This is an optimization exercise on Yosys and OpenROAD, whose aim is small area and a short achievable clock period, not a production implementation.
At most, simulation tests tie the RTL to the original design; equivalence was not proved.
Only the layout flow was run in runs 2, 3 and 8; the RTL was not checked for function there.
No activity file was given, so power comes from the tool's default toggle rates.

$ cat run.sh
#!/bin/bash
# synth_recipe.tcl (not shown) runs the flow's synth.tcl, then flattens the netlist and writes it again
# the make line also repeats each setting of config.mk as NAME=value (left out here)
make -C /OpenROAD-flow-scripts/flow DESIGN_CONFIG=/design/flow/config.mk WORK_HOME=/design/flow/orfs CLKGATE_MAP_FILE= SYNTH_SCRIPT=/design/flow/synth_recipe.tcl finish
$ cat constraint.sdc
create_clock -name core_clock -period 6.0 [get_ports {clk}]
set_input_delay 1.2000 -clock core_clock [delete_from_list [all_inputs] [get_ports {clk}]]
set_output_delay 1.2000 -clock core_clock [all_outputs]
set_load 0.01 [all_outputs]
$ cat design.v
`timescale 1ns / 1ps
module counter(clk,rst,count);
input clk;
input rst;
output reg [1:0]count;
reg [2:0]temp;
always@(posedge clk)
if(rst)
    begin
    temp <= 1;
    count <= 0;
    end
else if(temp<4)
    begin
    temp <= temp+1;
    count <= temp-1;
    end
else
    begin
    temp <= 2;
    count <= 0;
    end
endmodule
`timescale 1ns / 1ps
module adder_fixed(in1,in2,addout);
input  [19:0] in1,in2;
output reg [19:0] addout;
always@(*)
begin
addout=in1+in2;
end
endmodule
`timescale 1ns / 1ps
module multiplier_fixed(in1,in2,mulout);
input  [19:0] in1,in2;
output reg [19:0]mulout;
reg [40:0]temp;
always@(*)
begin
temp=in1*in2;
mulout=temp[29:10];
end
endmodule
`timescale 1ns / 1ps
module delay_one(clk,rst,in,out);
input clk;
input rst;
input [19:0]in;
output reg [19:0]out;
always@(posedge clk)
if(rst)
begin
out <= 0;
end
else
begin
out <= in;
end
endmodule
`timescale 1ns / 1ps
module delay_three(clk,rst,in,out);
input clk;
input rst;
input [19:0]in;
output reg [19:0]out;
reg [19:0]t1,t2;
always@(posedge clk)
if(rst)
begin
t1 <= 0;
t2 <= 0;
out <= 0;
end
else
begin
t1 <= in;
t2 <= t1;
out <= t2;
end
endmodule
`timescale 1ns / 1ps
module delay_five(clk,rst,in,out);
input clk;
input rst;
input [19:0]in;
output reg [19:0]out;
reg [19:0]t1,t2,t3,t4;
always@(posedge clk)
if(rst)
begin
t1 <= 0;
t2 <= 0;
t3 <= 0;
t4 <= 0;
out <= 0;
end
else
begin
t1 <= in;
t2 <= t1;
t3 <= t2;
t4 <= t3;
out <= t4;
end
endmodule
`timescale 1ns / 1ps
module iir_filter_threefold(clk,rst,x,y);
input clk;
input rst;
input [19:0]x;
output reg [19:0]y;
wire [1:0]count;
reg [19:0]in1,in2,in3,in4;
wire [19:0]addout,mulout;
wire [19:0]f1,f2,f3,f4;
counter c1(clk,rst,count);
adder_fixed af1(in1,in2,addout);
multiplier_fixed mf1(in3,in4,mulout);
delay_five d1(clk,rst,addout,f1);
delay_five d2(clk,rst,f1,f2);
delay_three d3(clk,rst,mulout,f3);
delay_one d4(clk,rst,f3,f4);
always@(posedge clk)
begin
if(rst)
    begin
    in1<=0;
    in2<=0;
    in3<=0;
    in4<=0;
    y<=0;
    end
else if(count==0)
    begin
    in1<=mulout;
    in2<=addout;
    in3<=20'b00000_01000_00000_00000;    
    in4<=f2;
    end
else if(count==1)
    begin
    in1<=x;
    in2<=addout;
    in3<=20'b00000_00100_00000_00000;    
    in4<=f1;
    end
else
    begin
    in1<=f3;
    in2<=f4;
    in3<=20'b00000_00010_00000_00000;    
    in4<=addout;
    y<=addout;
    end
end
endmodule
$ cat config.mk
export PLATFORM = sky130hd
export DESIGN_NAME = iir_filter_threefold
export DESIGN_NICKNAME = iir_filter_threefold
export VERILOG_FILES = /design/flow/design.v
export SDC_FILE = /design/flow/constraint.sdc
export NUM_CORES = 4
export LEC_CHECK = 0
export CAP_MARGIN = 20
export CORE_MARGIN = 2
export CORE_UTILIZATION = 40
export SLEW_MARGIN = 20
==> results.json, run 1 <==
{
  "cts_tree": "done",
  "maxSlewHeadroom_pct": 31.3,
  "clock_latency_ns": 0.55,
  "clock_skew_ns": 0.0166,
  "cts_buffers": 39,
  "routed_via_density": 4.83,
  "cts_setup_buffers": 0,
  "dr.pass1.iters": 4,
  "routedWlPerCell_um": 15.0,
  "nNetsFinal": 1513,
  "grt_max_degree": 213,
  "synth-seq-cells": 353,
  "tns_ns": 0,
  "dieArea_mm2": 0.0359,
  "p_total_mw": 5.25,
  "core_area_mm2": 0.0337,
  "synth-edff-count": 0,
  "die_y_um": 190,
  "hold_buffers": 0,
  "hold_violations": 0,
  "grt_use_met1_pct": 21.1,
  "whs_ns": 0.430,
  "crit_path_max_fanout": 19,
  "cts_num_sinks": 353,
  "clk_pin_slew_ns": 0.06,
  "worst_pin_slew_ns": 1.03,
  "avgSynthCellArea_um2": 10.3,
  "synth_ff_type": "dfxtp_1",
  "antenna_left": 0,
  "timing.final.max_slew_violations": 0,
  "crit_required_ns": 6.45,
  "start_util_pct": 40.9,
  "seqCellArea_mm2": 0.00707,
  "ys_types": 54,
  "p_per_area_mw_per_mm2": 332,
  "die_x_um": 190,
  "crit_type": "reg -> reg",
  "place_area_mm2": 0.0146,
  "drive_above_1_share_pct": 6.12,
  "diodes": 0,
  "setup_viol": 0,
  "hpwl_mm": 18.5,
  "finalCriticalPeriod_ns": 5.18,
  "antenna_found_initial": 1,
  "cts_max_level": 2,
  "dpl.cell_count": 1768,
  "period_share_pct": 86.3,
  "fp-row-count": 67,
  "fmax_ghz": 0.193,
  "grt_usage_pct": 16.0,
  "via_count": 8870,
  "fin_area_mm2": 0.0158,
  "nFillCells": 3245,
  "grt_pass1_vias": 8772,
  "grt_pass1_wl_mm": 45.8,
  "ioPinCount": 42,
  "endpoint_kind": "flip-flop",
  "cts_resized": 0,
  "io_buffers": 41,
  "syn_inst": 1339,
  "start_kind": "flip-flop",
  "clock_path_buffers": 3,
  "multi_input_area_mm2": 0.00632,
  "synth.cell_area_mm2": 0.0138,
  "cap_violations": 0,
  "drcViolationCount": 0,
  "ys_seq_area_share_pct": 51.3,
  "busiest_layer": "met2",
  "cts-root-buf": "clkbuf_16",
  "grt_remaining_overflow": 0,
  "synthArstFlopShare_pct": 0,
  "rsz0062_at_grt": "no",
  "yosys_warnings": 7,
  "drt_wl_total_mm": 27.6,
  "grtUsageMet3_pct": 3.04,
  "use_met2_pct": 26.1,
  "layout.cells.non_filler": 1836,
  "drt_iter0_drc": 420,
  "area_delta_synth_final_pct": 15.0,
  "syn_nets": 1491,
  "cp.arrival_ns": 5.63,
  "place_congestion": 0.827,
  "power_leakage_nw": 6.94,
  "ir_drop_mv": 0.258,
  "worstHoldPathType": "reg -> reg",
  "status": "timing/DRC/antenna clean"
}
## critical path: stages (launching register included)
cell,delay (ns)
dfxtp_1,0.66
nand2_1,0.16
fa_1,0.56
inv_1,0.04
ha_1,0.19
ha_1,0.27
ha_1,0.29
ha_1,0.28
ha_1,0.30
ha_1,0.29
ha_1,0.37
and2_1,0.21
a221oi_1,0.26
a21oi_1,0.13
a31o_2,0.31
o21a_1,0.19
or3b_2,0.43
a21oi_1,0.16
## registers in the layout, summed over array words and instances, names as in the netlist
| register | count |
|---|---|
| in3 | 3 |
| d2.t1 | 19 |
| d3.t2 | 19 |
| c1.count | 2 |
| d3.t1 | 19 |
| d3.out | 19 |
| d2.out | 19 |
| d1.out | 19 |
| y | 20 |
| d2.t3 | 19 |
| in2 | 20 |
| c1.temp | 3 |
| d1.t1 | 19 |
| d2.t2 | 19 |
| d1.t3 | 19 |
| d2.t4 | 19 |
| in1 | 20 |
| d4.out | 19 |
| d1.t2 | 19 |
| d1.t4 | 19 |
| in4 | 19 |
## through the flow
step,worst slack (ns),utilization [%]
CTS,0.801,47.0
global route,0.349,47.0
floorplan,1.19,-
global placement,1.00,43.2
detailed placement,0.829,43.2
finish,0.820,47.0
## synth_stat cells (5+ instances only)
master      n  area [µm²]
buf_1      12        45.0
inv_1      39         146
o211ai_1    5        37.5
mux2i_1    17         170
a21oi_1    59         295
and2_1     51         319
nand3_1     8        40.0
nor2_1    102         383
fa_1       14         280
o21ai_0    28         140
a211oi_1   24         180
a21o_1     17         128
o22ai_1     7        43.8
clkbuf_1   53         199
o21bai_1    5        37.5
dfxtp_1   353        7070
nor2b_1   242        1510
nand2b_1    5        31.3
nand2_1    58         218
xnor2_1    20         175
nor3_1      7        35.0
ha_1      116        1450
xor2_1     15         131
o211a_1     6        60.1
o21a_1     11        82.6
mux2_2      5        56.3
## power by group
part / total [mW] / internal (mW) / switching (mW)
Sequential: 2.48 / 2.43 / 0.0493
Combinational: 0.435 / 0.163 / 0.272
Clock: 2.34 / 1.39 / 0.947
## cell type report
type	count	area share, %
well taps	448	3.54
repair buffers	46	2.94
inverters	39	0.924
multi-input cells	882	39.9
clock inverters	12	0.988
flip-flops and latches	353	44.7
clock buffers	56	7.07
## metal layers
metal | up-vias | part of all wire [%] | routed length (µm)
met4 | 0 | 2.8 | 782
met2 | 116 | 46 | 12600
li1 | 4498 | - | -
met5 | - | 0 | 0
met1 | 4197 | 48 | 13100
met3 | 59 | 4.0 | 1090
## layout by cell type (no fill, tap or decap), drive strengths merged, types with 7 or more instances in the layout
master,netlist,routed
nand3,8,8
fa,14,14
nand2,58,58
o21ai,28,28
clkbuf,53,56
mux2i,17,17
nor3,7,7
a21o,17,17
clkdlybuf4s50,0,40
xor2,15,15
ha,116,116
and2,52,52
a21oi,59,59
inv,39,41
o21a,11,11
nor2,102,102
a2111oi,7,7
a211oi,24,24
xnor2,20,20
nor2b,242,242
dfxtp,353,353
o22ai,7,7
## worst paths after layout
path / from / endpoint / slack [ns] / depth (start not counted)
setup / recovery: in3[11] / d3.t1[17] / 0.82 / 17
hold / removal: d4.out[19] / in2[19] / 0.43 / 2
setup reg to reg: in3[11] / d3.t1[17] / 0.82 / 17
hold reg to reg: d4.out[19] / in2[19] / 0.43 / 2
## cell families after synthesis
kind of cell / count (synthesis) / share of synthesized area (%)
xor gates and xnor gates: 35 / 2.23
and+or+nand+nor: 493 / 19.4
DFF: 353 / 51.3
muxes: 22 / 1.64
adders and majority gates: 130 / 12.6
buffers and inverters: 104 / 2.83
AOI/OAI and AO/OA: 202 / 9.97
==> run 2: changes to the inputs <==
==> design.v (replaced) <==
module iir_filter_threefold(clk,rst,x,y);
input clk;
input rst;
input [19:0] x;
output reg [19:0] y;
reg pa, pb, pc;
reg [19:0] xr;           
reg [17:0] h2, h3, h4;   
reg [16:0] h5;           
reg [19:1] v;            
wire [19:0] opb = ({20{pa}} & {h4, 2'b00})
                | ({20{pb}} & {y[18:0], 1'b0})
                | ({20{pc}} & xr);
wire [19:0] sum = {v, 1'b0} + opb;
always @(posedge clk) begin
  xr <= x;
  if (rst) begin
    pa <= 1'b0; pb <= 1'b0; pc <= 1'b0;
    y  <= 20'd0;
    h2 <= 18'd0; h3 <= 18'd0; h4 <= 18'd0;
    h5 <= 17'd0;
    v  <= 19'd0;
  end else begin
    pa <= pc | ~(pa | pb | pc);
    pb <= pa;
    pc <= pb;
    if (pc) begin
      y  <= sum;
      h2 <= y[17:0];
      h3 <= h2;
      h4 <= h3;
      h5 <= h4[16:0];
      v  <= {h5, 2'b00};
    end else begin
      v  <= sum[19:1];
    end
  end
end
endmodule
--- a/config.mk
+++ b/config.mk
@@ -10,2 +10,5 @@
 export CORE_UTILIZATION = 40
+export CTS_CLUSTER_DIAMETER = 100
+export CTS_CLUSTER_SIZE = 40
+export SETUP_SLACK_MARGIN = 3.8
 export SLEW_MARGIN = 20
==> run 2 against run 1 <==
Still clean. Sequential share of layout area is 8.5 points lower. Critical path depth is 7 lower. Global-route usage is 4.0 points higher. Power is 59% lower. Die area is 59% lower. Sequential cell count is 220 lower. Register-to-register slack better by 2.4 ns. Clock-buffer cell count is 32 lower. Critical endpoint is now v[17].
==> results.json, run 2 <==
{
  "synthTopCellsByArea": "dfxtp_1 48%, mux2i_1 14%, nor2_1 6.5%",
  "crit_required_ns": 6.31,
  "cts_tree": "done",
  "regToRegSetupSlack_ns": 3.25,
  "routed_via_density": 5.36,
  "clock_latency_ns": 0.42,
  "yosysMostFrequentCell": "dfxtp_1",
  "rr_startpoint": "pb",
  "cts_buffers": 17,
  "synth-edff-count": 0,
  "syn_nets": 608,
  "timing.final.max_slew_violations": 0,
  "maxSlewHeadroom_pct": 31.2,
  "hold_end": "y[0]",
  "cts_max_level": 4,
  "dieArea_mm2": 0.0149,
  "crit_path_max_fanout": 7,
  "tns_ns": 0,
  "hpwl_mm": 8.10,
  "synth_top_area_share_pct": 47.9,
  "drcViolationCount": 0,
  "antenna_left": 0,
  "grt_usage_pct": 19.9,
  "final_cell_mix": "110 x dfxtp_1, 94 x nor2_1, 80 x mux2i_1",
  "routedWlPerCell_um": 17.0,
  "die_y_um": 122,
  "dpl.cell_count": 754,
  "setup_viol": 0,
  "synthArstFlopShare_pct": 0,
  "synth_ff_type": "dfxtp_1",
  "drt_iter0_drc": 313,
  "core_area_mm2": 0.0137,
  "ir_drop_mv": 0.156,
  "layout.cells.non_filler": 830,
  "dr.pass1.iters": 5,
  "cap_violations": 0,
  "hp-start": "xr[0]",
  "power_leakage_nw": 2.95,
  "fp-row-count": 43,
  "crit_type": "reg -> reg",
  "synth.cell_area_mm2": 0.00556,
  "reg_top3": "xr (20), y (20), v (19)",
  "finalCriticalPeriod_ns": 2.75,
  "holdPathStages": 2,
  "hold_buffers": 0,
  "clock_skew_ns": 0.00705,
  "reg2reg_depth": 10,
  "grt_pass1_wl_mm": 22.7,
  "ys_types": 53,
  "worst_pin_slew_ns": 1.03,
  "synth.top_cells.by_count": "133 x dfxtp_1, 96 x nor2_1, 80 x mux2i_1",
  "io_buffers": 41,
  "endpoint_kind": "flip-flop",
  "fin_area_mm2": 0.00752,
  "hold_violations": 0,
  "clock_path_buffers": 2,
  "cts-root-buf": "clkbuf_16",
  "drive_above_1_share_pct": 27.4,
  "worstHoldPathType": "reg -> reg",
  "pwr-share-comb_pct": 6.5,
  "cts_num_sinks": 133,
  "clk_pin_slew_ns": 0.05,
  "place_area_mm2": 0.00607,
  "seq_power_share_pct": 41.8,
  "synth_top_area_cell": "dfxtp_1",
  "switching_share_pct": 21.1,
  "ys_seq_area_share_pct": 47.9,
  "grt_pass1_vias": 4456,
  "antenna_found_initial": 0,
  "p_per_area_mw_per_mm2": 289,
  "synth-seq-cells": 133,
  "avgSynthCellArea_um2": 9.81,
  "place_congestion": 0.848,
  "start_kind": "flip-flop",
  "diodes": 0,
  "final_util_pct": 54.8,
  "period_share_pct": 45.8,
  "start_util_pct": 40.6,
  "ioPinCount": 42,
  "cp_slowest_cell": "dfxtp_4",
  "crit_chain": "buf_6 -> a222oi_1 -> inv_1 -> ha_4 -> and3_4 -> a221oi_4 -> a211o_2 -> a21oi_2 -> or3_1 -> a32o_1",
  "area_delta_synth_final_pct": 35.2,
  "p_int_mw": 1.71,
  "rsz0062_at_grt": "yes",
  "layout_commonest_cell": "dfxtp_1",
  "grt_remaining_overflow": 0,
  "critPathMaxStageDelay_ns": 0.38,
  "die_x_um": 122,
  "via_count": 4450,
  "syn_inst": 567,
  "nNetsFinal": 678,
  "grt_max_degree": 99,
  "drt_wl_total_mm": 14.1,
  "status": "timing/DRC/antenna clean",
  "fmax_ghz": 0.364,
  "p_switching_mw": 0.459,
  "cp.arrival_ns": 3.06,
  "r2r-end": "v[17]",
  "yosys_warnings": 1,
  "clkPwrFrac_pct": 51.7
}
-- run 2: cell count changes in the layout (fill, tap and decap cells not counted), moves of 44 or more --
cell	previous run	this run
mux2i_1	17	80
nor2b_1	242	3
a21oi_1	59	15
and2_1	51	2
dfxtp_1	351	110
ha_1	116	4
-- run 2: power by group through the flow --
stage | Sequential, mW | Clock, mW | Combinational (mW)
CTS | 0.909 | 1.14 | 0.135
global placement | 0.938 | 0 | 0.0963
global route | 0.909 | 1.18 | 0.152
detailed placement | 0.938 | 0 | 0.0979
finish | 0.908 | 1.12 | 0.141
floorplan | 0.924 | 0 | 0.0803
-- run 2: worst max-delay path: cells and delay by family (launching register included) --
family / cells / cell delay [ns]
compound gates: 5 / 1.18
simple gates: 2 / 0.55
flops: 1 / 0.38
buf+inv: 2 / 0.28
fa+ha+maj: 1 / 0.23
-- run 2: worst max path at each step --
stage,startpoint,endpoint,slack (ns)
after floorplan,pc,y[17],3.13
after global placement,pc,y[17],2.64
after detailed placement,pc,v[17],2.58
after CTS,pb,v[17],3.29
after global routing,pb,v[17],3.18
final,pb,v[17],3.25
-- run 2: layout make-up --
type	instances	area, µm²
fill	1170	6190
multi-input combinational	374	3020
sequential	133	2720
timing repair buffer	88	825
clock buffer	24	503
tap	180	225
clock inverter	8	143
inverter	23	86.3
-- run 2: cells by family (layout without fill, tap and decap cells) --
kind of cell / after synthesis / after routing / synth area share (%)
and+or+nand+nor: 165 / 165 / 12.9
DFF: 133 / 133 / 47.9
AOI/OAI and AO/OA: 99 / 99 / 13.7
muxes: 80 / 80 / 14.4
buffers and inverters: 60 / 143 / 5.01
adders and majority gates: 19 / 19 / 4.41
xor gates and xnor gates: 11 / 11 / 1.73
-- run 2: metrics by stage --
step | hold WS (ns) | power [mW] | worst slack [ns]
after global routing | 0.489 | 2.24 | 3.18
after global placement | 0.456 | 1.03 | 2.64
final | 0.471 | 2.17 | 3.25
after floorplan | 0.424 | 1.00 | 3.13
after detailed placement | 0.463 | 1.04 | 2.58
after CTS | 0.473 | 2.18 | 3.29
-- run 2: what timing repair did --
item	CTS	global route
setup endpoints to repair	56	41
cloned	1	0
pin swaps	31	15
resized for setup	167	33
buffers inserted	37	6
-- run 2: per-layer routing --
metal  wire length [µm]  global-route usage (%)  vias up  part of all wire [%]
met3                640                    5.62       22                   4.5
li1                   -                       -     2154                     -
met1               6220                    24.8     2165                    44
met5                  0                       0        -                     0
met2               7010                    32.6      109                    50
met4                266                    7.76        0                   1.9
==> run 3: changes to the inputs <==
--- a/config.mk
+++ b/config.mk
@@ -10,4 +10,2 @@
 export CORE_UTILIZATION = 40
-export CTS_CLUSTER_DIAMETER = 100
-export CTS_CLUSTER_SIZE = 40
 export SETUP_SLACK_MARGIN = 3.8
==> run 3 against run 2 <==
Combinational power about the same. Critical path depth stayed put. Sequential cell count is the same. Cell area unchanged. Highest routed layer unchanged. Cell count stayed put. Synthesized cell count is the same. First-iteration DRC count unchanged. Clock skew unchanged. Synthesized area is the same.
==> results.json, run 3 <==
{
  "cts_num_sinks": 133,
  "synth_top_area_cell": "dfxtp_1",
  "p_total_mw": 2.17,
  "nNetsFinal": 678,
  "area_delta_synth_final_pct": 35.2,
  "synth_top_family_by_area": "multiplexers",
  "routed_via_density": 5.36,
  "antenna_left": 0,
  "finalCriticalPeriod_ns": 2.75,
  "drt_iter0_drc": 313,
  "grt_max_degree": 99,
  "worst_pin_slew_ns": 1.03,
  "period_share_pct": 45.8,
  "cts_max_level": 4,
  "cap_violations": 0,
  "place_congestion": 0.848,
  "cts_tree": "done",
  "fmax_ghz": 0.364,
  "routedWlPerCell_um": 17.0,
  "diodes": 0,
  "final_cell_mix": "110 x dfxtp_1, 94 x nor2_1, 80 x mux2i_1",
  "syn_inst": 567,
  "clock_skew_ns": 0.00705,
  "ys_types": 53,
  "hpwl_mm": 8.10,
  "grt_pass1_wl_mm": 22.7,
  "drive_above_1_share_pct": 27.4,
  "synth_compound_area_share_pct": 13.7,
  "synth-seq-cells": 133,
  "ys_seq_area_share_pct": 47.9,
  "die_x_um": 122,
  "ir_drop_mv": 0.156,
  "drt_wl_total_mm": 14.1,
  "timing.final.max_slew_violations": 0,
  "setup_viol": 0,
  "clock_path_buffers": 2,
  "cts-root-buf": "clkbuf_16",
  "crit_path_max_fanout": 7,
  "rsz0062_at_grt": "yes",
  "status": "timing/DRC/antenna clean",
  "final_util_pct": 54.8,
  "die_y_um": 122,
  "via_count": 4450,
  "dr.pass1.iters": 5,
  "tns_ns": 0,
  "antenna_found_initial": 0,
  "io_buffers": 41,
  "reg_top3": "xr (20), y (20), v (19)",
  "synthXorXnorAreaFrac_pct": 1.73,
  "start_kind": "flip-flop",
  "synth_top_area_share_pct": 47.9,
  "synthTopCellsByArea": "dfxtp_1 48%, mux2i_1 14%, nor2_1 6.5%",
  "grt_usage_pct": 19.9,
  "maxSlewHeadroom_pct": 31.2,
  "core_area_mm2": 0.0137,
  "cp.arrival_ns": 3.06,
  "worstHoldPathType": "reg -> reg",
  "layout_commonest_cell": "dfxtp_1",
  "fp-row-count": 43,
  "synth.top_cells.by_count": "133 x dfxtp_1, 96 x nor2_1, 80 x mux2i_1",
  "syn_nets": 608,
  "crit_required_ns": 6.31,
  "dieArea_mm2": 0.0149,
  "ioPinCount": 42,
  "synth-simple-area-share_pct": 12.9,
  "layout.cells.non_filler": 830,
  "synth-edff-count": 0,
  "synth_ff_type": "dfxtp_1",
  "clock_latency_ns": 0.42,
  "synthArstFlopShare_pct": 0,
  "synthMuxAreaShare_pct": 14.4,
  "yosysMostFrequentCell": "dfxtp_1",
  "clk_pin_slew_ns": 0.05,
  "drcViolationCount": 0,
  "dpl.cell_count": 754,
  "yosys_warnings": 1,
  "power_leakage_nw": 2.95,
  "grt_remaining_overflow": 0,
  "cts_buffers": 17,
  "crit_type": "reg -> reg",
  "hold_violations": 0,
  "p_per_area_mw_per_mm2": 289,
  "start_util_pct": 40.6,
  "synth.cell_area_mm2": 0.00556,
  "yosys.area_share.adder_pct": 4.41,
  "grt_pass1_vias": 4456,
  "regToRegSetupSlack_ns": 3.25,
  "avgSynthCellArea_um2": 9.81,
  "endpoint_kind": "flip-flop"
}
-- run 3: cell counts after synthesis --
No cell type changed its count.
-- run 3: worst paths after layout --
path,from,end,cells past startpoint
worst min-delay path,xr[0],y[0],2
worst min register to register,xr[0],y[0],2
worst max register to register,pb,v[17],10
worst max-delay path,pb,v[17],10
-- run 3: worst max-delay path, stage by stage (launching register included) --
cell	delay (ns)
dfxtp_4	0.38
buf_6	0.15
a222oi_1	0.36
inv_1	0.13
ha_4	0.23
and3_4	0.18
a221oi_4	0.28
a211o_2	0.22
a21oi_2	0.06
or3_1	0.37
a32o_1	0.26
-- run 3: cells by family after synthesis --
kind of cell | after synthesis
xor+xnor | 11
fa+ha+maj | 19
buf+inv | 60
compound gates | 99
mux | 80
flops | 133
simple gates | 165
-- run 3: area by class of cell --
cell class                      instances  area, µm²
Fill cell                            1170       6190
Tap cell                              180        225
Clock buffer                           24        503
Inverter                               23       86.3
Multi-Input combinational cell        374       3020
Timing Repair Buffer                   88        825
Sequential cell                       133       2720
Clock inverter                          8        143
-- run 3: repair_timing --
item / CTS / global route
cloned: 1 / 0
pin swaps: 31 / 15
hold buffers: 0 / 0
setup buffers: 37 / 6
setup endpoints to repair: 56 / 41
gates resized for setup: 167 / 33
-- run 3: layer usage --
| layer | vias up | part of all wire, % | GRT usage, % |
|---|---|---|---|
| met4 | 0 | 1.9 | 7.76 |
| met2 | 109 | 50 | 32.6 |
| met1 | 2165 | 44 | 24.8 |
| met5 | - | 0 | 0 |
| met3 | 22 | 4.5 | 5.62 |
| li1 | 2154 | - | - |
-- run 3: per-stage QoR --
step	area, µm²	hold WS, ns	setup slack [ns]
floorplan	5630	0.424	3.13
global placement	6070	0.456	2.64
detailed placement	6070	0.463	2.58
CTS	7340	0.473	3.29
global route	7520	0.489	3.18
finish	7520	0.471	3.25
-- run 3: power breakdown --
group,internal [mW],total (mW),switching [mW]
Clock,0.751,1.12,0.371
Sequential,0.896,0.908,0.0124
Combinational,0.0664,0.141,0.0748
==> run 4: changes to the inputs <==
--- a/design.v
+++ b/design.v
@@ -6,14 +6,12 @@
 reg pa, pb, pc;
-reg [19:0] xr;           
+reg [19:0] ob;           
+reg [19:1] v;            
 reg [17:0] h2, h3, h4;   
 reg [16:0] h5;           
-reg [19:1] v;            
-wire [19:0] opb = ({20{pa}} & {h4, 2'b00})
-                | ({20{pb}} & {y[18:0], 1'b0})
-                | ({20{pc}} & xr);
-wire [19:0] sum = {v, 1'b0} + opb;
+wire [19:0] sum = {v, 1'b0} + ob;
 always @(posedge clk) begin
-  xr <= x;
   if (rst) begin
     pa <= 1'b0; pb <= 1'b0; pc <= 1'b0;
+    ob <= 20'd0;
+    v  <= 19'd0;
     y  <= 20'd0;
@@ -21,3 +19,2 @@
     h5 <= 17'd0;
-    v  <= 19'd0;
   end else begin
@@ -26,2 +23,5 @@
     pc <= pb;
+    ob <= ({20{pc}} & {h3, 2'b00})
+        | ({20{pa}} & {y[18:0], 1'b0})
+        | ({20{pb}} & x);
     if (pc) begin
--- a/config.mk
+++ b/config.mk
@@ -10,3 +10,2 @@
 export CORE_UTILIZATION = 40
-export SETUP_SLACK_MARGIN = 3.8
 export SLEW_MARGIN = 20
==> run 4 against run 3 <==
Still clean. Register-to-register slack improved by 0.03 ns. Synthesized cell count is 7.9% higher. First-iteration DRC count rose by 18%. Critical path depth down 1. Cell area is 9.1% lower.
==> results.json, run 4 <==
{
  "status": "timing/DRC/antenna clean",
  "synth-seq-cells": 132,
  "grt_remaining_overflow": 0,
  "critPathMaxStageDelay_ns": 0.58,
  "holdPathStages": 2,
  "start_util_pct": 40.4,
  "area_delta_synth_final_pct": 17.9,
  "worstHoldPathType": "reg -> reg",
  "cp_slowest_cell": "a2111oi_0",
  "worst_pin_slew_ns": 1.06,
  "reg_top3": "ob (20), y (20), v (19)",
  "hold_buffers": 0,
  "final_cell_mix": "131 x dfxtp_1, 107 x nor2_1, 77 x mux2i_1",
  "ir_drop_mv": 0.155,
  "cp.arrival_ns": 2.98,
  "synthArstFlopShare_pct": 0,
  "hpwl_mm": 8.96,
  "drcViolationCount": 0,
  "ys_seq_area_share_pct": 45.5,
  "start_kind": "flip-flop",
  "hold_violations": 0,
  "grt_pass1_wl_mm": 22.6,
  "diodes": 0,
  "power_leakage_nw": 2.52,
  "clock_path_buffers": 2,
  "ys_types": 57,
  "cts_setup_buffers": 0,
  "die_y_um": 124,
  "place_congestion": 0.886,
  "timing.final.max_slew_violations": 0,
  "cts_tree": "done",
  "cts_resized": 0,
  "cts_max_level": 4,
  "crit_family": "compound AO/OA/AOI/OAI gates",
  "hold_end": "v[6]",
  "whs_ns": 0.464,
  "yosys_warnings": 1,
  "dr.pass1.iters": 8,
  "antenna_left": 0,
  "nFillCells": 1358,
  "endpoint_kind": "flip-flop",
  "core_area_mm2": 0.0144,
  "routedWlPerCell_um": 16.4,
  "crit_required_ns": 6.25,
  "cts-root-buf": "clkbuf_16",
  "crit_path_max_fanout": 4,
  "syn_inst": 612,
  "fp-row-count": 44,
  "synth_top_area_share_pct": 45.5,
  "post-place-ws_ns": 2.91,
  "period_share_pct": 45.3,
  "drive_above_1_share_pct": 6.71,
  "critPathBufInv": 1,
  "clock_latency_ns": 0.41,
  "tns_ns": 0,
  "hp-start": "h5[3]",
  "drt_iter0_drc": 369,
  "yosysMostFrequentCell": "dfxtp_1",
  "die_x_um": 124,
  "grt_max_degree": 78,
  "synth.top_cells.by_count": "132 x dfxtp_1, 107 x nor2_1, 77 x mux2i_1",
  "grt_usage_pct": 18.0,
  "crit_chain": "ha_1 -> inv_1 -> fa_1 -> nor2b_1 -> o211ai_1 -> a2111oi_0 -> nor3_2 -> xnor2_1 -> a211oi_1",
  "regToRegSetupSlack_ns": 3.28,
  "io_buffers": 41,
  "ioPinCount": 42,
  "finalCriticalPeriod_ns": 2.72,
  "grt_pass1_vias": 4422,
  "setup_slack_ns": 3.28,
  "avgSynthCellArea_um2": 9.48,
  "synth_top_area_cell": "dfxtp_1",
  "maxSlewHeadroom_pct": 29.4,
  "synth_ff_type": "dfxtp_1",
  "clock_skew_ns": 0.00614,
  "via_count": 4553,
  "reg2reg_depth": 9,
  "nNetsFinal": 669,
  "r2r-end": "y[19]",
  "drt_wl_total_mm": 13.5,
  "p_per_area_mw_per_mm2": 306,
  "synth.cell_area_mm2": 0.00580,
  "routed_via_density": 5.52,
  "dieArea_mm2": 0.0155,
  "syn_nets": 653,
  "setup_viol": 0,
  "rsz0062_at_grt": "no",
  "rr_startpoint": "ob[1]",
  "crit_type": "reg -> reg",
  "cts_num_sinks": 132,
  "layout_commonest_cell": "dfxtp_1",
  "fmax_ghz": 0.368,
  "synthTopCellsByArea": "dfxtp_1 46%, mux2i_1 13%, nor2_1 6.9%",
  "antenna_found_initial": 0,
  "clk_pin_slew_ns": 0.06,
  "synth-edff-count": 0,
  "cts_buffers": 17,
  "cap_violations": 0
}
[run 4: cell count changes after synthesis, moves of 5 or more]
cell and change:
clkbuf_1 +7, nor2_1 +11, nor3_1 +8, a22o_1 -7
o21bai_1 -5, nand4_1 +6, a21o_1 +6, inv_1 -18
nand3_1 +16
[run 4: stage by stage]
stage | utilization [%] | power, mW | area [µm²] | instances
CTS | 47.6 | 2.11 | 6840 | 825
global placement | 43.4 | 1.03 | 6230 | 793
detailed placement | 43.4 | 1.04 | 6230 | 793
finish | 47.6 | 2.09 | 6840 | 825
floorplan | - | 1.00 | 5800 | 612
global route | 47.6 | 2.17 | 6840 | 825
[run 4: worst reg2reg max path, stage by stage (launching register included)]
cell and delay [ns]:
dfxtp_1 0.33, ha_1 0.17, inv_1 0.06, fa_1 0.40
nor2b_1 0.18, o211ai_1 0.20, a2111oi_0 0.58, nor3_2 0.11
xnor2_1 0.39, a211oi_1 0.13
[run 4: report_power, final]
part           leakage (nW)  internal (mW)  total [mW]  switching, mW
registers              1.07          0.889       0.909         0.0205
logic                  1.16         0.0471       0.108         0.0610
clock network         0.291          0.705        1.08          0.370
[run 4: logic make-up (layout without fill, tap and decap cells)]
logic type	count (synthesis)	in the layout	synth area share, %
compound gates	107	107	14.2
xor+xnor	8	8	1.21
fa+ha+maj	19	19	4.23
buf+inv	53	82	4.51
flops	132	132	45.5
mux	78	78	13.5
simple gates	215	215	16.8
[run 4: worst max-delay path by stage]
| stage | from | endpoint | slack [ns] | cells past startpoint |
|---|---|---|---|---|
| global placement | rst | v[15] | 2.95 | 4 |
| global route | ob[1] | y[19] | 3.08 | 9 |
| floorplan | rst | y[16] | 3.74 | 6 |
| CTS | ob[1] | y[19] | 3.27 | 9 |
| finish | ob[1] | y[19] | 3.28 | 9 |
| detailed placement | rst | y[15] | 2.91 | 4 |
[run 4: area by class of cell]
class	count	area, µm²	area share [%]
Sequential cell	132	2650	38.7
Tap cell	184	230	3.37
Inverter	6	22.5	0.329
Multi-Input combinational cell	427	2900	42.4
Timing Repair Buffer	44	430	6.29
Clock inverter	9	154	2.25
Clock buffer	23	458	6.69
[run 4: routing by layer]
metal	up-vias	part of all wire [%]	global-route usage [%]
met5	-	0	0
met4	0	1.7	6.61
li1	2245	-	-
met3	17	4.3	4.17
met2	115	44	26.6
met1	2176	50	25.6
==> run 5: changes to the inputs <==
--- a/config.mk
+++ b/config.mk
@@ -10,2 +10,3 @@
 export CORE_UTILIZATION = 40
+export SETUP_SLACK_MARGIN = 3.7
 export SLEW_MARGIN = 20
==> run 5 against run 4 <==
Core utilization up 2.2 points. Combinational power up 11%. Sequential cell count unchanged. First-iteration DRC count down 5.4%. Sequential power about the same. Largest cell class unchanged. Synthesized area unchanged. Highest routed layer unchanged. Global-route usage up 0.71 points. Clock power about the same.
==> results.json, run 5 <==
{
  "via_count": 4746,
  "nNetsFinal": 686,
  "cts_max_level": 4,
  "cp.arrival_ns": 2.68,
  "finalCriticalPeriod_ns": 2.35,
  "dieArea_mm2": 0.0155,
  "cts-root-buf": "clkbuf_16",
  "cap_violations": 0,
  "synth_top_area_cell": "dfxtp_1",
  "whs_ns": 0.463,
  "ys_types": 57,
  "hpwl_mm": 8.96,
  "p_total_mw": 2.10,
  "fmax_ghz": 0.426,
  "synth-seq-cells": 132,
  "timing.final.max_slew_violations": 0,
  "hold_buffers": 0,
  "worst_pin_slew_ns": 1.03,
  "ioPinCount": 42,
  "cts_buffers": 17,
  "worstHoldPathType": "reg -> reg",
  "power_leakage_nw": 2.65,
  "rsz0062_at_grt": "yes",
  "syn_inst": 612,
  "avgSynthCellArea_um2": 9.48,
  "yosysMostFrequentCell": "dfxtp_1",
  "synth.top_cells.by_count": "132 x dfxtp_1, 107 x nor2_1, 77 x mux2i_1",
  "drt_wl_total_mm": 14.4,
  "layout_commonest_cell": "dfxtp_1",
  "pwr-share-comb_pct": 5.7,
  "layout.cells.non_filler": 842,
  "yosys_warnings": 1,
  "cts_num_sinks": 132,
  "clkPwrFrac_pct": 51.1,
  "grt_max_degree": 78,
  "routed_via_density": 5.64,
  "ys_seq_area_share_pct": 45.5,
  "grt_pass1_wl_mm": 23.3,
  "holdPathStages": 2,
  "synth.cell_area_mm2": 0.00580,
  "synth_top_area_share_pct": 45.5,
  "dr.pass1.iters": 5,
  "use_met2_pct": 28.1,
  "nFillCells": 1314,
  "die_x_um": 124,
  "reg2reg_depth": 10,
  "seq_power_share_pct": 43.1,
  "dpl.cell_count": 793,
  "p_per_area_mw_per_mm2": 294,
  "drt_iter0_drc": 349,
  "hold_violations": 0,
  "area_delta_synth_final_pct": 23.2,
  "crit_required_ns": 6.34,
  "routedWlPerCell_um": 17.1,
  "clock_skew_ns": 0.00653,
  "core_area_mm2": 0.0144,
  "grt_usage_pct": 18.7,
  "reg_top3": "ob (20), y (20), v (19)",
  "clock_path_buffers": 2,
  "grt_remaining_overflow": 0,
  "endpoint_kind": "flip-flop",
  "period_share_pct": 39.2,
  "fp-row-count": 44,
  "die_y_um": 124,
  "p_int_mw": 1.65,
  "drcViolationCount": 0,
  "start_util_pct": 40.4,
  "syn_nets": 653,
  "grt_pass1_vias": 4543,
  "p_switching_mw": 0.457,
  "switching_share_pct": 21.7,
  "place_congestion": 0.886,
  "synth-edff-count": 0,
  "setup_viol": 0,
  "cts_tree": "done",
  "ir_drop_mv": 0.157,
  "synth_ff_type": "dfxtp_1",
  "io_buffers": 41,
  "maxSlewHeadroom_pct": 31.1,
  "clock_latency_ns": 0.41,
  "drive_above_1_share_pct": 16.9,
  "grtUsageMet3_pct": 4.64,
  "start_kind": "flip-flop",
  "final_cell_mix": "112 x dfxtp_1, 106 x nor2_1, 77 x mux2i_1",
  "crit_path_max_fanout": 2,
  "grt_use_met1_pct": 25.6,
  "antenna_left": 0,
  "busiest_layer": "met2",
  "antenna_found_initial": 0,
  "status": "timing/DRC/antenna clean",
  "diodes": 0,
  "clk_pin_slew_ns": 0.06,
  "synthArstFlopShare_pct": 0,
  "tns_ns": 0,
  "synthTopCellsByArea": "dfxtp_1 46%, mux2i_1 13%, nor2_1 6.9%",
  "crit_type": "reg -> reg"
}
[run 5: cell counts after synthesis]
Identical to the previous run, type by type.
[run 5: path summary, 6_finish.rpt]
check	startpoint	to	slack (ns)
max	ob[1]	v[17]	3.65
min	h5[3]	v[6]	0.46
max reg2reg	ob[1]	v[17]	3.65
min reg2reg	h5[3]	v[6]	0.46
[run 5: repair_timing]
| action | CTS | global route |
|---|---|---|
| cloned | 1 | 0 |
| pin swaps | 16 | 14 |
| buffers inserted | 12 | 4 |
| endpoints found under the setup margin | 113 | 35 |
| resized for setup | 71 | 33 |
[run 5: cell type report]
type,instances,area (µm²),share of cell area [%]
Multi-Input combinational cell,427,3030,42.3
Sequential cell,132,2670,37.3
Timing Repair Buffer,60,581,8.12
Clock buffer,23,458,6.40
Tap cell,184,230,3.22
Clock inverter,9,154,2.15
Inverter,6,27.5,0.385
Timing Repair inverter,1,7.51,0.105
[run 5: cell families (layout without fill, tap and decap cells)]
family	Yosys count	in the layout	synth area share (%)
xor gates and xnor gates	8	8	1.21
DFF	132	132	45.5
buffers and inverters	53	99	4.51
muxes	78	78	13.5
AOI/OAI and AO/OA	107	107	14.2
adders and majority gates	19	19	4.23
and+or+nand+nor	215	215	16.8
[run 5: metrics by stage]
step | util [%] | worst slack, ns | instance area, µm²
final | 49.8 | 3.65 | 7150
after CTS | 49.1 | 3.64 | 7050
after global placement | 43.4 | 2.95 | 6230
after global routing | 49.8 | 3.60 | 7150
after detailed placement | 43.4 | 2.91 | 6230
after floorplan | - | 3.74 | 5800
[run 5: metal layers]
metal,share of wire (%),wire [µm]
met1,47,6800
met2,45,6540
met3,5.1,740
met4,2.2,317
met5,0,0
[run 5: worst max-delay path, cell delays in order (launching register included)]
cell      delay, ns
dfxtp_2        0.35
ha_4           0.14
inv_2          0.04
fa_2           0.37
nor2b_4        0.14
o211ai_1       0.13
buf_4          0.19
a211oi_2       0.22
a211oi_2       0.08
or4_1          0.52
o211ai_1       0.09
[run 5: power by group through the flow]
stage | Clock (mW) | Sequential, mW | Combinational, mW
2_1_floorplan | 0 | 0.913 | 0.0885
3_3_place_gp | 0 | 0.928 | 0.105
3_5_place_dp | 0 | 0.928 | 0.107
4_1_cts | 1.09 | 0.910 | 0.111
5_1_grt | 1.14 | 0.909 | 0.131
6_report | 1.08 | 0.908 | 0.120
==> run 6: changes to the inputs <==
==> flow/run.sh (new file) <==
#!/bin/bash
# Own layout flow: the standard ORFS flow (standard synthesis unchanged),
# with plain buf_1 port buffers and resizing not tied to cell footprints.
set -euo pipefail
bash standard.sh \
  "BUFFER_PORTS_ARGS=-buffer_cell sky130_fd_sc_hd__buf_1" \
  "MATCH_CELL_FOOTPRINT=0" \
  finish > flow_make.log 2>&1
==> standard.sh (new file) <==
#!/bin/bash
# synth_recipe.tcl (not shown) runs the flow's synth.tcl, then flattens the netlist and writes it again
# the make line also repeats each setting of config.mk as NAME=value (left out here)
make -C /OpenROAD-flow-scripts/flow DESIGN_CONFIG=/design/flow/config.mk WORK_HOME=/design/flow/orfs CLKGATE_MAP_FILE= SYNTH_SCRIPT=/design/flow/synth_recipe.tcl "${@:-finish}"
removed: run.sh
==> run 6 against run 5 <==
Still clean. Clock skew fell by 0.0011 ns. Via count is 0.88% lower. Power up 1.1%. Sequential power is essentially flat. Register-to-register slack is essentially flat. Maximum frequency fell by 0.34%. Non-clock buffer count rose by 1. Worst hold slack improved by 0.0062 ns. Global-route usage down 0.74 points. Sequential cell count is the same. Synthesized cell count unchanged. Sequential share of layout area grew 0.88 points. Largest power group unchanged. Highest routed layer unchanged.
==> results.json, run 6 <==
{
  "worst_pin_slew_ns": 1.04,
  "start_util_pct": 40.4,
  "avgSynthCellArea_um2": 9.48,
  "synth-seq-cells": 132,
  "synthTopCellsByArea": "dfxtp_1 46%, mux2i_1 13%, nor2_1 6.9%",
  "timing.final.max_slew_violations": 0,
  "hpwl_mm": 8.68,
  "core_area_mm2": 0.0144,
  "crit_required_ns": 6.30,
  "drt_wl_total_mm": 14.1,
  "place_congestion": 0.846,
  "whs_ns": 0.470,
  "diodes": 0,
  "ir_drop_mv": 0.166,
  "nFillCells": 1323,
  "grt_remaining_overflow": 0,
  "nNetsFinal": 688,
  "fmax_ghz": 0.424,
  "clock_skew_ns": 0.00545,
  "syn_inst": 612,
  "finalCriticalPeriod_ns": 2.36,
  "setup_viol": 0,
  "area_delta_synth_final_pct": 19.5,
  "final_cell_mix": "128 x dfxtp_1, 107 x nor2_1, 77 x mux2i_1",
  "syn_nets": 653,
  "synth_top_area_share_pct": 45.5,
  "die_y_um": 124,
  "crit_path_max_fanout": 4,
  "routedWlPerCell_um": 16.7,
  "yosysMostFrequentCell": "dfxtp_1",
  "period_share_pct": 39.3,
  "drt_iter0_drc": 333,
  "start_kind": "flip-flop",
  "p_per_area_mw_per_mm2": 307,
  "switching_share_pct": 21.5,
  "startpoint": "v[1]",
  "fp-row-count": 44,
  "clock_path_buffers": 2,
  "cts-root-buf": "clkbuf_16",
  "io_buffers": 41,
  "crit_chain": "ha_4 -> inv_2 -> fa_2 -> nor2b_2 -> o211ai_1 -> a21oi_2 -> a31oi_2 -> and4_1 -> a311o_1",
  "synth-edff-count": 0,
  "p_int_mw": 1.67,
  "cts_num_sinks": 132,
  "ioPinCount": 42,
  "antenna_found_initial": 0,
  "die_x_um": 124,
  "dieArea_mm2": 0.0155,
  "cap_violations": 0,
  "status": "timing/DRC/antenna clean",
  "clkPwrFrac_pct": 52.2,
  "synth.top_cells.by_count": "132 x dfxtp_1, 107 x nor2_1, 77 x mux2i_1",
  "hp-start": "h5[4]",
  "pwr-share-comb_pct": 5.1,
  "rr_startpoint": "v[1]",
  "drive_above_1_share_pct": 13.9,
  "drcViolationCount": 0,
  "grt_max_degree": 104,
  "tns_ns": 0,
  "reg_top3": "ob (20), y (20), v (19)",
  "layout_commonest_cell": "dfxtp_1",
  "power_leakage_nw": 2.53,
  "critPathMaxStageDelay_ns": 0.37,
  "grt_usage_pct": 18.0,
  "grt_pass1_wl_mm": 22.7,
  "yosys_warnings": 1,
  "cts_tree": "done",
  "endpoint_kind": "flip-flop",
  "ys_types": 57,
  "clk_pin_slew_ns": 0.06,
  "antenna_left": 0,
  "cts_max_level": 4,
  "synthArstFlopShare_pct": 0,
  "rsz0062_at_grt": "yes",
  "cp_slowest_cell": "fa_2",
  "clock_latency_ns": 0.42,
  "hold_violations": 0,
  "cp.arrival_ns": 2.66,
  "p_switching_mw": 0.458,
  "maxSlewHeadroom_pct": 30.9,
  "dr.pass1.iters": 6,
  "via_count": 4704,
  "seq_power_share_pct": 42.7,
  "synth_ff_type": "dfxtp_1",
  "grt_pass1_vias": 4544,
  "ys_seq_area_share_pct": 45.5,
  "synth_top_area_cell": "dfxtp_1",
  "crit_type": "reg -> reg",
  "synth.cell_area_mm2": 0.00580,
  "cts_buffers": 17,
  "routed_via_density": 5.57,
  "worstHoldPathType": "reg -> reg"
}
==> run 6: power by group through the flow <==
stage	Clock (mW)	Combinational, mW	Sequential (mW)
final	1.11	0.108	0.909
after global routing	1.17	0.118	0.910
after CTS	1.13	0.104	0.908
after detailed placement	0	0.0984	0.926
after global placement	0	0.0957	0.926
after floorplan	0	0.0885	0.913
==> run 6: layout make-up <==
type | instances | area (µm²) | area share (%)
Timing Repair inverter | 2 | 12.5 | 0.180
Tap cell | 184 | 230 | 3.32
Timing Repair Buffer | 61 | 347 | 5.00
Sequential cell | 132 | 2650 | 38.2
Clock buffer | 24 | 492 | 7.09
Multi-Input combinational cell | 427 | 3030 | 43.7
Inverter | 6 | 30.0 | 0.433
Clock inverter | 8 | 146 | 2.11
==> run 6: logic make-up (layout without fill, tap and decap cells) <==
| logic type | count (synthesis) | after routing | synth area share [%] |
|---|---|---|---|
| fa+ha+maj | 19 | 19 | 4.23 |
| xor+xnor | 8 | 8 | 1.21 |
| compound gates | 107 | 107 | 14.2 |
| flops | 132 | 132 | 45.5 |
| buf+inv | 53 | 101 | 4.51 |
| mux | 78 | 78 | 13.5 |
| simple gates | 215 | 215 | 16.8 |
==> run 6: critical path: cells and delay by family, from the launching register on <==
| family | cells | cell delay, ns |
|---|---|---|
| AOI/OAI and AO/OA | 4 | 0.98 |
| adders and majority gates | 2 | 0.51 |
| and+or+nand+nor | 2 | 0.38 |
| DFF | 1 | 0.34 |
| buffers and inverters | 1 | 0.04 |
==> run 6: layer usage <==
| layer | global-route usage, % | share of wire, % | wire, µm | up-vias |
|---|---|---|---|---|
| met3 | 3.78 | 4.9 | 694 | 19 |
| met1 | 24.6 | 48 | 6730 | 2277 |
| met2 | 27.8 | 46 | 6490 | 112 |
| li1 | - | - | - | 2296 |
| met4 | 6.74 | 1.5 | 211 | 0 |
| met5 | 0 | 0 | 0 | - |
==> run 6: through the flow <==
| stage | cell area [µm²] | setup WS [ns] | total power [mW] | utilization [%] | instances |
|---|---|---|---|---|---|
| floorplan | 5800 | 3.74 | 1.00 | - | 612 |
| global route | 6940 | 3.52 | 2.20 | 48.3 | 844 |
| finish | 6940 | 3.64 | 2.13 | 48.3 | 844 |
| detailed placement | 5990 | 2.51 | 1.02 | 41.7 | 794 |
| CTS | 6800 | 3.66 | 2.14 | 47.3 | 842 |
| global placement | 5990 | 2.59 | 1.02 | 41.7 | 794 |
==> run 6: path summary, 6_finish.rpt <==
path / end / slack, ns / cells after the start
setup / recovery: v[15] / 3.64 / 9
hold / removal: v[7] / 0.47 / 2
setup reg to reg: v[15] / 3.64 / 9
hold reg to reg: v[7] / 0.47 / 2
==> run 6: timing repair <==
action / in CTS / in global routing
setup endpoints to repair: 53 / 22
setup buffers: 15 / 1
cloned: 1 / 1
hold buffers: 0 / 0
pin swaps: 8 / 12
resized for setup: 19 / 30
==> run 7: changes to the inputs <==
--- a/config.mk
+++ b/config.mk
@@ -7,2 +7,3 @@
 export LEC_CHECK = 0
+export ABC_AREA = 1
 export CAP_MARGIN = 20
@@ -10,3 +11,3 @@
 export CORE_UTILIZATION = 40
-export SETUP_SLACK_MARGIN = 3.7
+export SETUP_SLACK_MARGIN = 3.8
 export SLEW_MARGIN = 20
==> run 7 against run 6 <==
Combinational power decreased by 16%. Synthesized area decreased by 6.0%. Sequential share of layout area increased by 3.1 points. Critical path type is now reg -> out. First-iteration DRC count decreased by 18%. Cell area decreased by 7.4%. Cell count increased by 9.7%. Still clean on timing, DRC and antenna. Clock-buffer cell count decreased by 4. Sequential cell count unchanged.
==> results.json, run 7 <==
{
  "status": "timing/DRC/antenna clean",
  "synthArstFlopShare_pct": 0,
  "cap_violations": 0,
  "drt_wl_total_mm": 13.4,
  "hpwl_mm": 9.12,
  "cp_slowest_cell": "dfxtp_2",
  "synth-simple-area-share_pct": 21.8,
  "grt_pass1_wl_mm": 22.2,
  "routedWlPerCell_um": 14.5,
  "synth.cell_area_mm2": 0.00546,
  "setup_viol": 0,
  "crit_required_ns": 4.80,
  "busiest_layer": "met2",
  "tns_ns": 0,
  "critPathMaxStageDelay_ns": 0.39,
  "synth_top_area_share_pct": 48.4,
  "grt_max_degree": 66,
  "clock_latency_ns": 0.41,
  "startpoint": "y[15]",
  "die_y_um": 121,
  "r2r-end": "y[13]",
  "grt_usage_pct": 19.5,
  "diodes": 0,
  "reg_top3": "ob (20), y (20), v (19)",
  "synth_compound_area_share_pct": 13.3,
  "cts_max_level": 4,
  "crit_end": "y[15]",
  "crit_chain": "buf_1",
  "whs_ns": 0.452,
  "area_delta_synth_final_pct": 17.7,
  "syn_inst": 704,
  "avgSynthCellArea_um2": 7.75,
  "synthMuxAreaShare_pct": 0,
  "synth.top_cells.by_count": "197 x nand2_1, 132 x dfxtp_1, 106 x inv_1",
  "clock_skew_ns": 0.00783,
  "reg2reg_depth": 13,
  "crit_path_max_fanout": 4,
  "rsz0062_at_grt": "yes",
  "syn_nets": 745,
  "cts_buffers": 17,
  "ioPinCount": 42,
  "ys_types": 28,
  "grt_remaining_overflow": 0,
  "cts_tree": "done",
  "use_met2_pct": 28.8,
  "layout_commonest_cell": "nand2_1",
  "antenna_found_initial": 0,
  "drcViolationCount": 0,
  "crit_family": "flip-flops",
  "grtUsageMet3_pct": 4.20,
  "hold_buffers": 0,
  "endpoint_kind": "output port",
  "worst_pin_slew_ns": 0.875,
  "yosysMostFrequentCell": "nand2_1",
  "yosys_warnings": 1,
  "place_congestion": 1.02,
  "synth_ff_type": "dfxtp_1",
  "p_per_area_mw_per_mm2": 346,
  "synth-edff-count": 0,
  "fmax_ghz": 0.462,
  "drt_iter0_drc": 273,
  "synthXorXnorAreaFrac_pct": 0.963,
  "rr_startpoint": "ob[1]",
  "start_util_pct": 41.0,
  "fp-row-count": 42,
  "via_count": 4622,
  "ys_seq_area_share_pct": 48.4,
  "antenna_left": 0,
  "maxSlewHeadroom_pct": 41.6,
  "hold_violations": 0,
  "critPathBufInv": 1,
  "timing.final.max_slew_violations": 0,
  "final_cell_mix": "196 x nand2_1, 126 x dfxtp_1, 104 x inv_1",
  "clock_path_buffers": 2,
  "cts-root-buf": "clkbuf_16",
  "synth_top_area_cell": "dfxtp_1",
  "nFillCells": 1287,
  "synth_top_family_by_area": "simple AND/OR/NAND/NOR gates",
  "start_kind": "flip-flop",
  "power_leakage_nw": 2.68,
  "crit_type": "reg -> out",
  "yosys.area_share.adder_pct": 4.49,
  "cts_num_sinks": 132,
  "cp.arrival_ns": 0.97,
  "crit_cells": 1,
  "io_buffers": 41,
  "nNetsFinal": 778,
  "grt_pass1_vias": 4405,
  "die_x_um": 121,
  "worstHoldPathType": "reg -> reg",
  "clk_pin_slew_ns": 0.06,
  "ir_drop_mv": 0.180,
  "regToRegSetupSlack_ns": 4.00,
  "period_share_pct": 36.1,
  "grt_use_met1_pct": 27.7,
  "routed_via_density": 4.99,
  "dieArea_mm2": 0.0146,
  "synthTopCellsByArea": "dfxtp_1 48%, nand2_1 14%, inv_1 7.3%",
  "drive_above_1_share_pct": 7.87,
  "dr.pass1.iters": 6,
  "finalCriticalPeriod_ns": 2.17,
  "core_area_mm2": 0.0133,
  "synth-seq-cells": 132
}
-- run 7: worst min path at each step --
stage | startpoint | depth (start not counted) | slack [ns] | end
after floorplan | ob[0] | 2 | 0.41 | y[0]
after global placement | ob[0] | 2 | 0.43 | y[0]
after detailed placement | y[19] | 2 | 0.44 | y[19]
after CTS | h5[14] | 2 | 0.45 | v[17]
after global routing | h3[8] | 2 | 0.47 | h3[8]
final | h5[14] | 2 | 0.45 | v[17]
-- run 7: logic make-up after synthesis --
group / Yosys count
DFF: 132
buffers and inverters: 139
adders and majority gates: 19
AOI/OAI and AO/OA: 125
and+or+nand+nor: 283
xor gates and xnor gates: 6
-- run 7: area by class of cell --
class                           instances  area [µm²]  area share (%)
Inverter                              109         423            6.59
Clock buffer                           20         457            7.11
Clock inverter                         12         248            3.86
Multi-Input combinational cell        433        2230            34.8
Timing Repair Buffer                   44         189            2.94
Sequential cell                       132        2650            41.3
Tap cell                              176         220            3.43
-- run 7: metrics by stage --
step | utilization, % | cells | instance area (µm²) | setup slack, ns | total power [mW]
floorplan | - | 704 | 5460 | 4.16 | 0.984
global placement | 42.6 | 893 | 5660 | 2.64 | 1.01
detailed placement | 42.6 | 893 | 5660 | 2.59 | 1.01
CTS | 48.0 | 925 | 6380 | 3.80 | 2.23
global route | 48.3 | 926 | 6420 | 3.80 | 2.29
finish | 48.3 | 926 | 6420 | 3.83 | 2.22
-- run 7: metal layers --
metal | share of wire [%] | vias up
li1 | - | 2339
met3 | 4.3 | 20
met2 | 44 | 130
met5 | 0 | -
met1 | 50 | 2133
met4 | 1.7 | 0
-- run 7: where the power goes --
part | internal, mW | switching (mW)
sequential | 0.889 | 0.0124
combinational | 0.0275 | 0.0630
clock | 0.846 | 0.382
-- run 7: what timing repair did --
item	in CTS	in global routing
hold endpoints to repair	0	0
resized for setup	13	11
setup buffers	0	1
setup endpoints to repair	134	96
==> run 8: changes to the inputs <==
--- a/design.v
+++ b/design.v
@@ -5,2 +5,3 @@
 output reg [19:0] y;
+reg rr;
 reg pa, pb, pc;
@@ -10,9 +11,34 @@
 reg [16:0] h5;           
-wire [19:0] sum = {v, 1'b0} + ob;
+wire [19:1] pa0 = v ^ ob[19:1];
+wire [19:1] ga0 = v & ob[19:1];
+wire [19:1] gl [0:5];
+wire [19:1] pl [0:5];
+assign gl[0] = ga0;
+assign pl[0] = pa0;
+genvar gi, gk;
+generate
+  for (gk = 0; gk < 5; gk = gk + 1) begin : lvl
+    for (gi = 1; gi <= 19; gi = gi + 1) begin : bitn
+      if (gi - (1 << gk) >= 1) begin : comb
+        assign gl[gk+1][gi] = gl[gk][gi] | (pl[gk][gi] & gl[gk][gi - (1 << gk)]);
+        assign pl[gk+1][gi] = pl[gk][gi] & pl[gk][gi - (1 << gk)];
+      end else begin : pass
+        assign gl[gk+1][gi] = gl[gk][gi];
+        assign pl[gk+1][gi] = pl[gk][gi];
+      end
+    end
+  end
+endgenerate
+wire [19:1] cin = {gl[5][18:1], 1'b0};
+wire [19:0] sum = {pa0 ^ cin, ob[0]};
 always @(posedge clk) begin
-  if (rst) begin
-    pa <= 1'b0; pb <= 1'b0; pc <= 1'b0;
+  rr <= rst;
+  if (rst)
+    y <= 20'd0;
+  else if (pc & ~rr)
+    y <= sum;
+  if (rr) begin
+    pa <= 1'b1; pb <= 1'b0; pc <= 1'b0;
     ob <= 20'd0;
     v  <= 19'd0;
-    y  <= 20'd0;
     h2 <= 18'd0; h3 <= 18'd0; h4 <= 18'd0;
@@ -20,3 +46,3 @@
   end else begin
-    pa <= pc | ~(pa | pb | pc);
+    pa <= pc;
     pb <= pa;
@@ -27,3 +53,2 @@
     if (pc) begin
-      y  <= sum;
       h2 <= y[17:0];
--- a/config.mk
+++ b/config.mk
@@ -11,3 +11,3 @@
 export CORE_UTILIZATION = 40
-export SETUP_SLACK_MARGIN = 3.8
+export SETUP_SLACK_MARGIN = 3.9
 export SLEW_MARGIN = 20
==> run 8 against run 7 <==
Setup slack better by 0.096 ns. Non-clock buffer count is 6 higher. Sequential power is 2.4% higher. Clock-buffer cell count is 1 lower. Die area is 3.9% higher. Sequential cell count is 1 higher. First-iteration DRC count is 27% higher. Synthesized cell count is 5.8% higher. Via count is 5.0% higher. Cell area is 4.1% higher. Critical endpoint is now y[10]. Largest cell class unchanged.
==> results.json, run 8 <==
{
  "status": "timing/DRC/antenna clean",
  "period_share_pct": 34.5,
  "p_switching_mw": 0.488,
  "whs_ns": 0.458,
  "clock_skew_ns": 0.0105,
  "reg2reg_depth": 12,
  "grt_remaining_overflow": 0,
  "start_kind": "flip-flop",
  "drcViolationCount": 0,
  "layout_commonest_cell": "nand2_1",
  "synth-seq-cells": 133,
  "nNetsFinal": 827,
  "post-place-ws_ns": 3.39,
  "drt_wl_total_mm": 14.1,
  "synth-edff-count": 0,
  "maxSlewHeadroom_pct": 28.5,
  "power_leakage_nw": 2.98,
  "synthMuxAreaShare_pct": 0,
  "seqCellArea_mm2": 0.00269,
  "routedWlPerCell_um": 14.4,
  "p_total_mw": 2.09,
  "avgSynthCellArea_um2": 7.62,
  "crit_type": "reg -> out",
  "dpl.cell_count": 940,
  "crit_family": "flip-flops",
  "cts_buffers": 17,
  "synthTopCellsByArea": "dfxtp_1 47%, nand2_1 12%, inv_1 9.3%",
  "grt_max_degree": 61,
  "hpwl_mm": 10.0,
  "drt_iter0_drc": 348,
  "dr.pass1.iters": 7,
  "cts_max_level": 4,
  "start_util_pct": 40.9,
  "io_buffers": 41,
  "crit_end": "y[10]",
  "fin_area_mm2": 0.00668,
  "switching_share_pct": 23.3,
  "dieArea_mm2": 0.0152,
  "layout.cells.non_filler": 979,
  "grt_usage_pct": 19.8,
  "p_int_mw": 1.60,
  "ioPinCount": 42,
  "crit_chain": "buf_6",
  "finalCriticalPeriod_ns": 2.07,
  "synthArstFlopShare_pct": 0,
  "cap_violations": 0,
  "syn_nets": 786,
  "ys_types": 33,
  "rsz0062_at_grt": "yes",
  "regToRegSetupSlack_ns": 4.03,
  "fp-row-count": 43,
  "cp_slowest_cell": "dfxtp_2",
  "place_congestion": 0.893,
  "rr_startpoint": "ob[1]",
  "clkPwrFrac_pct": 49.0,
  "startpoint": "y[10]",
  "clock_latency_ns": 0.40,
  "place_area_mm2": 0.00594,
  "multi_input_area_mm2": 0.00235,
  "syn_inst": 745,
  "antenna_found_initial": 0,
  "synth_top_area_share_pct": 46.9,
  "cp.arrival_ns": 0.87,
  "p_per_area_mw_per_mm2": 313,
  "area_delta_synth_final_pct": 17.7,
  "seq_power_share_pct": 44.1,
  "diodes": 0,
  "critPathBufInv": 1,
  "grt_pass1_vias": 4626,
  "die_y_um": 123,
  "clk_pin_slew_ns": 0.05,
  "ir_drop_mv": 0.167,
  "synth.top_cells.by_count": "177 x nand2_1, 141 x inv_1, 133 x dfxtp_1",
  "clock_path_buffers": 2,
  "fmax_ghz": 0.483,
  "setup_slack_ns": 3.93,
  "setup_viol": 0,
  "worstHoldPathType": "reg -> reg",
  "core_area_mm2": 0.0139,
  "die_x_um": 123,
  "yosys.area_share.adder_pct": 4.32,
  "via_count": 4855,
  "crit_required_ns": 4.80,
  "synthXorXnorAreaFrac_pct": 1.23,
  "r2r-end": "y[13]",
  "drive_above_1_share_pct": 14.1,
  "ys_seq_area_share_pct": 46.9,
  "reg_top3": "ob (20), y (20), v (19)",
  "routed_via_density": 4.96,
  "hold_buffers": 0,
  "synth.cell_area_mm2": 0.00568,
  "yosysMostFrequentCell": "nand2_1",
  "nFillCells": 1398,
  "synth_top_area_cell": "dfxtp_1",
  "tns_ns": 0,
  "hold_violations": 0,
  "critPathMaxStageDelay_ns": 0.36,
  "worst_pin_slew_ns": 1.07,
  "cts_tree": "done",
  "cts-root-buf": "clkbuf_16",
  "pwr-share-comb_pct": 6.9,
  "synth_ff_type": "dfxtp_1",
  "synth_compound_area_share_pct": 15.4,
  "crit_cells": 1,
  "timing.final.max_slew_violations": 0,
  "final_util_pct": 48.1,
  "antenna_left": 0,
  "synth-simple-area-share_pct": 20.1,
  "endpoint_kind": "output port",
  "synth_top_family_by_area": "simple AND/OR/NAND/NOR gates",
  "grt_pass1_wl_mm": 23.1,
  "cts_num_sinks": 133,
  "crit_path_max_fanout": 2,
  "final_cell_mix": "177 x nand2_1, 141 x inv_1, 114 x dfxtp_1",
  "yosys_warnings": 1
}
## run 8: worst min-delay path by stage
stage / startpoint / end / cells after the start
after detailed placement: h3[17] / h3[17] / 2
after global routing: h5[14] / v[17] / 2
after CTS: h5[15] / v[18] / 2
final: h3[1] / h3[1] / 2
after floorplan: h3[0] / h3[0] / 2
after global placement: h3[17] / h3[17] / 2
## run 8: cells by family (layout without fill, tap and decap cells)
logic type	Yosys count	count (layout)
compound gates	149	149
fa+ha+maj	19	19
buf+inv	174	227
simple gates	262	263
flops	133	133
xor+xnor	8	8
## run 8: layer usage
layer	GRT usage (%)	wire length (µm)	part of all wire, %	vias up
met1	28.1	6940	49	2270
met3	3.14	552	3.9	11
li1	-	-	-	2455
met2	31.1	6460	46	119
met5	0	0	0	-
met4	5.89	172	1.2	0
## run 8: power by group through the flow
| stage | Clock [mW] | Combinational, mW | Sequential (mW) |
|---|---|---|---|
| 2_1_floorplan | 0 | 0.0985 | 0.935 |
| 3_3_place_gp | 0 | 0.133 | 0.941 |
| 3_5_place_dp | 0 | 0.134 | 0.942 |
| 4_1_cts | 1.04 | 0.141 | 0.923 |
| 5_1_grt | 1.08 | 0.162 | 0.925 |
| 6_report | 1.03 | 0.145 | 0.923 |
## run 8: what timing repair did
action                                  in CTS  in global routing
gates resized for setup                     29                 35
pin swaps                                    1                  0
endpoints found under the setup margin      95                 69
buffers inserted                             6                  0
cloned                                       1                  0
## run 8: layout make-up
| cell class | instances | area share [%] |
|---|---|---|
| well taps | 180 | 3.37 |
| flip-flops and latches | 133 | 40.3 |
| clock inverters | 13 | 2.38 |
| clock buffers | 19 | 6.48 |
| multi-input cells | 439 | 35.2 |
| inverters | 145 | 8.18 |
| repair buffers | 50 | 4.12 |
## run 8: worst register-to-register path, delay by kind of cell (launching register included)
family | cells | cell delay (ns)
fa+ha+maj | 2 | 0.67
flops | 1 | 0.30
simple gates | 7 | 0.61
buf+inv | 2 | 0.12
compound gates | 1 | 0.18

[what the ideal ports hide]
In the flow no input, the clock included, has a driving cell. The finished layouts below were timed again as built, in two steps.
Step 1: set_driving_cell puts a clkbuf_16 on clk and a buf_2 on each other input, an assumption about the parent block.
Step 2 times the ports against the registers' clock, not the clock port: input delays grow and output delays shrink by t, the midpoint of the rising clock arrivals with the driver on.
Slacks: ideal / step 1 / step 2; pairs: ideal / step 1.
| run | t (ns) | setup slack, ns | clock arrival spread, ns |
|---|---|---|---|
| run 1 | 0.588 | 0.820 / 0.820 / 0.820 | 0.019 / 0.018 |
| run 2 | 0.458 | 3.250 / 3.250 / 3.250 | 0.007 / 0.007 |
| run 3 | 0.458 | 3.250 / 3.250 / 3.250 | 0.007 / 0.007 |
| run 4 | 0.453 | 3.279 / 3.279 / 2.876 | 0.006 / 0.006 |
| run 5 | 0.452 | 3.651 / 3.651 / 3.264 | 0.007 / 0.006 |
| run 6 | 0.452 | 3.643 / 3.643 / 3.353 | 0.005 / 0.006 |
| run 7 | 0.448 | 3.834 / 3.792 / 3.452 | 0.008 / 0.008 |
| run 8 | 0.439 | 3.930 / 3.890 / 3.947 | 0.011 / 0.010 |
After both steps setup and hold are still met in every run listed. For run 4, which loses most, drivers alone change the setup slack by 0.000 ns; drivers and shift together by -0.403 ns.
